What follows belongs to an exercise in optimizing a design on an open flow for small area and a short achievable clock period; a production flow would make more cautious choices. The RTL was checked by simulation tests, not by an equivalence proof against the original design.

Setup of run 1:
Design goertzel_filter, start of the top module:
module goertzel_filter
  (input  [13:0] input_signal,
   input  clk,
   input  rst,
   output [39:0] magnitude);
Size: roughly 2,000 cells after synthesis, about 71 flip-flops, ~56 I/O pins, roughly 22,000 sq um of cells after synthesis.
==> flow/config.mk <==
export PLATFORM = sky130hd
export DESIGN_NAME = goertzel_filter
export DESIGN_NICKNAME = goertzel_filter
export VERILOG_FILES = /design/flow/design.v
export SDC_FILE = /design/flow/constraint.sdc
export NUM_CORES = 4
export LEC_CHECK = 0
export CAP_MARGIN = 20
export CORE_MARGIN = 2
export CORE_UTILIZATION = 70
export SLEW_MARGIN = 20
export SYNTH_HIERARCHICAL = 1
export SYNTH_MINIMUM_KEEP_SIZE = 0
==> flow/constraint.sdc <==
create_clock -name core_clock -period 45.0 [get_ports {clk}]
set_input_delay 9.0000 -clock core_clock [delete_from_list [all_inputs] [get_ports {clk}]]
set_output_delay 9.0000 -clock core_clock [all_outputs]
set_load 0.01 [all_outputs]
standard.sh (not shown) runs the stock make flow with config.mk's settings and CLKGATE_MAP_FILE= SYNTH_SCRIPT=/design/flow/synth_recipe.tcl, a recipe that flattens the netlist after the stock synthesis.
==> flow/flow/run.sh <==
#!/bin/bash
set -euo pipefail
bash standard.sh SETUP_SLACK_MARGIN=28.5 finish > orfs_make.log 2>&1
> inputs changed (run 1 -> run 2)
Settings: CORE_UTILIZATION now 55, was 70; CTS_BUF_LIST now sky130_fd_sc_hd__clkbuf_4 sky130_fd_sc_hd__clkbuf_8, previously not set.
Die span in x: run 2 higher than run 1. Sort run 1 and run 2 by clock-pin slew on the worst setup and hold paths, descending, and run 2 comes first. Diff run 2..run 1 | proportion of cell area occupied by registers | negligible. Max die area across run 1 and run 2: run 2. Run 1 → run 2: minimum period implied by the final worst setup slack lower, combined area of the multi-input logic cells roughly the same, smallest setup slack after layout higher.
### run 2 -> run 3
Settings: clearing CTS_BUF_LIST, which used to be sky130_fd_sc_hd__clkbuf_4 sky130_fd_sc_hd__clkbuf_8; swapping 55 for 40 in CORE_UTILIZATION.
==> flow/flow/run.sh <==
#!/bin/bash
set -euo pipefail
bash standard.sh SETUP_SLACK_MARGIN=27.5 finish > orfs_make.log 2>&1
Results
- Comparing the two runs side by side, run 3 comes out behind run 2 on die outline area.
- Of run 2 and run 3, run 2 shows the higher critical path buffer and inverter count, with run 3 below it.
- Run 2 → run 3: latest clock arrival within the worst-skew pair decreased by 50 ps relative to the old numbers, non-clock buffer total of the final layout now smaller, design area has decreased, post-synthesis to final-layout area growth moved down.
- Initial core utilization: run 3 vs run 2 down 15 points
- More vias were needed by run 2 than by run 3.
Inputs modified between run 3 and run 4:
Settings: swapping 40 for 55 in CORE_UTILIZATION; putting SETUP_SLACK_MARGIN at 5 where nothing was set.
==> flow/run.sh (new file) <==
#!/bin/bash
# synth_recipe.tcl (not shown) runs the flow's synth.tcl, then flattens the netlist and writes it again
# the make line also repeats each setting of config.mk as NAME=value (left out here)
make -C /OpenROAD-flow-scripts/flow DESIGN_CONFIG=/design/flow/config.mk WORK_HOME=/design/flow/orfs CLKGATE_MAP_FILE= SYNTH_SCRIPT=/design/flow/synth_recipe.tcl finish
removed: flow/flow/run.sh
removed: flow/standard.sh
==> notes.md <==
The first-iteration DRC count in run 4 is 1.16 times that in run 3. | routed wire length | lower: run 4 |. Comparing run 3 against run 4, there is no change at all in distinct cell type count of the synthesized netlist. Changes observed in run 4 relative to run 3: die area moved down. Summary of run 4 over run 3: placed cell area went down, register-to-register setup slack now sits lower. The lower overall die width of run 4 and run 3 is in run 4.
Changes in run 5 relative to run 4:
Settings: SETUP_SLACK_MARGIN: 5 -> unset; TNS_END_PERCENT: unset -> 30.
==> flow/flow/run.sh (new file) <==
#!/bin/bash
set -euo pipefail
bash standard.sh SETUP_SLACK_MARGIN=28.5 finish > orfs_make.log 2>&1
==> flow/standard.sh (new file) <==
#!/bin/bash
# synth_recipe.tcl (not shown) runs the flow's synth.tcl, then flattens the netlist and writes it again
# the make line also repeats each setting of config.mk as NAME=value (left out here)
make -C /OpenROAD-flow-scripts/flow DESIGN_CONFIG=/design/flow/config.mk WORK_HOME=/design/flow/orfs CLKGATE_MAP_FILE= SYNTH_SCRIPT=/design/flow/synth_recipe.tcl "${@:-finish}"
removed: flow/run.sh
Findings:
Comparing share of cell area taken by multi-input logic gates for run 4 and run 5, the smaller number came from run 5.
Run 5 vs. run 4: number of setup buffers added after CTS now sits higher, setup slack now sits higher.
Input changes introduced in run 6 (baseline for comparison: run 5):
Settings: TNS_END_PERCENT removed (was 30).
==> flow/flow/run.sh <==
#!/bin/bash
set -euo pipefail
bash standard.sh SETUP_SLACK_MARGIN=28.5 SETUP_MOVE_SEQUENCE=unbuffer,sizeup,swap,buffer finish > orfs_make.log 2>&1
Findings:
Reported for run 5 and run 6, first-pass GRT wire length turned out identical to the last digit.
Changes observed in run 6 relative to run 5: count of vias placed by the detailed router now larger; post-layout worst setup margin now larger; relative area of clock buffers and inverters in the final design comparable; routed wire length comparable.

* * *

Starting RTL as in the previous note.
==> flow/config.mk <==
export PLATFORM = sky130hd
export DESIGN_NAME = goertzel_filter
export DESIGN_NICKNAME = goertzel_filter
export VERILOG_FILES = /design/flow/design.v
export SDC_FILE = /design/flow/constraint.sdc
export NUM_CORES = 4
export LEC_CHECK = 0
export CAP_MARGIN = 20
export CORE_MARGIN = 2
export CORE_UTILIZATION = 55
export SLEW_MARGIN = 20
export SYNTH_HIERARCHICAL = 1
export SYNTH_MINIMUM_KEEP_SIZE = 0
==> flow/constraint.sdc <==
create_clock -name core_clock -period 45.0 [get_ports {clk}]
set_input_delay 9.0000 -clock core_clock [delete_from_list [all_inputs] [get_ports {clk}]]
set_output_delay 9.0000 -clock core_clock [all_outputs]
set_load 0.01 [all_outputs]
==> flow/flow/run.sh <==
#!/bin/bash
set -euo pipefail
bash standard.sh SETUP_SLACK_MARGIN=28.5 finish > orfs_make.log 2>&1
Rerun with:
==> flow/flow/run.sh (replaced) <==
#!/bin/bash
set -euo pipefail
bash standard.sh SETUP_SLACK_MARGIN=29.5 finish > orfs_make.log 2>&1
- CORE_UTILIZATION: 55 -> 40
After rerunning: The new run finished with timing, DRC and antenna clean; global-route usage drops by 7.1 points; area after synthesis is unchanged; setup slack loses 0.062 ns; count of clock-buffer cells in the layout increases by 1; final area climbs by 3.1%; flip-flop and latch count is unchanged; cell count rises by 7.7%; routed wire length came out higher by 4.2%.
Rerun with:
==> flow/flow/run.sh (replaced) <==
#!/bin/bash
set -euo pipefail
bash standard.sh SETUP_SLACK_MARGIN=29 finish > orfs_make.log 2>&1
- CORE_UTILIZATION: 40 -> 55
- CTS_BUF_LIST: not set -> sky130_fd_sc_hd__clkbuf_8
- CTS_CLUSTER_SIZE: not set -> 40
Maximum frequency is higher by about 0.43%.
Routed wire length goes down by 4.3%.
Cell area drops by 1.9%.
Worst setup slack is better by 0.070 ns.
Via count decreases by about 0.5%.
Hold slack hardly moves.
Rerun with:
==> flow/flow/run.sh (replaced) <==
#!/bin/bash
set -euo pipefail
bash standard.sh SETUP_SLACK_MARGIN=28.5 finish > orfs_make.log 2>&1
Effect: Worst hold slack is worse by 0.016 ns. Utilization is lower by 1.1 points. Routed wire length is about the same. Cell count goes down by 0.64%. Synthesized cell count is unchanged.
Rerun with:
- CORE_UTILIZATION: 55 -> 40
- CTS_BUF_LIST: sky130_fd_sc_hd__clkbuf_8 -> not set
- CTS_CLUSTER_SIZE: 40 -> not set
Result:
- die area grows by well over a third
- via count stays flat
- worst setup slack got worse by 0.034 ns
- wire length grows by a few percent
- cell count rises by a little under a tenth
- clock-buffer cell count climbs by 3
- area after synthesis does not change

==> re-timing with driven ports <==
No port has a modelled driver above. Below, the same layouts with a new extraction and two added sets of constraints.
Step 1 assumes that a clkbuf_16 drives the clock port and a buf_2 every other input.
Step 2 moves the port delays by t, midway between the first and last clock arrival at a register: inputs arrive t later, outputs are due t later. That takes back most of the time a late clock gives input paths.
Slacks: ideal / step 1 / step 2; pairs: ideal / step 1.
| run | t, ns | setup WS [ns] | clock arrival spread, ns | worst register clock-pin slew, ns | cell pins on the clock port's net |
|---|---|---|---|---|---|
| run 1 | 0.432 | 28.556 / 28.583 / 28.150 | 0.015 / 0.015 | 0.08 / 0.08 | 1 |
| run 2 | 0.483 | 28.632 / 28.646 / 28.163 | 0.021 / 0.022 | 0.11 / 0.11 | 1 |
| run 3 | 0.439 | 27.783 / 27.802 / 27.364 | 0.015 / 0.015 | 0.08 / 0.08 | 1 |
| run 4 | 0.427 | 26.976 / 26.998 / 26.571 | 0.013 / 0.014 | 0.07 / 0.07 | 1 |
| run 5 | 0.426 | 28.565 / 28.597 / 28.171 | 0.011 / 0.012 | 0.08 / 0.08 | 1 |
| run 6 | 0.426 | 28.630 / 28.646 / 28.220 | 0.012 / 0.011 | 0.08 / 0.08 | 1 |
| the first run of note 2 | 0.426 | 28.630 / 28.646 / 28.220 | 0.012 / 0.011 | 0.08 / 0.08 | 1 |
| the second run of note 2 | 0.436 | 28.568 / 28.548 / 28.112 | 0.015 / 0.015 | 0.07 / 0.07 | 1 |
| the third run of note 2 | 0.473 | 28.638 / 28.625 / 28.152 | 0.028 / 0.028 | 0.11 / 0.11 | 1 |
| the fourth run of note 2 | 0.482 | 28.635 / 28.649 / 28.166 | 0.023 / 0.023 | 0.11 / 0.11 | 1 |
| the fifth run of note 2 | 0.439 | 28.600 / 28.609 / 28.170 | 0.013 / 0.013 | 0.07 / 0.07 | 1 |
After both steps setup and hold are still met in every run listed. The setup slack of the third run of note 2, which loses most, moves by -0.013 ns with the drivers and by -0.486 ns with both steps.
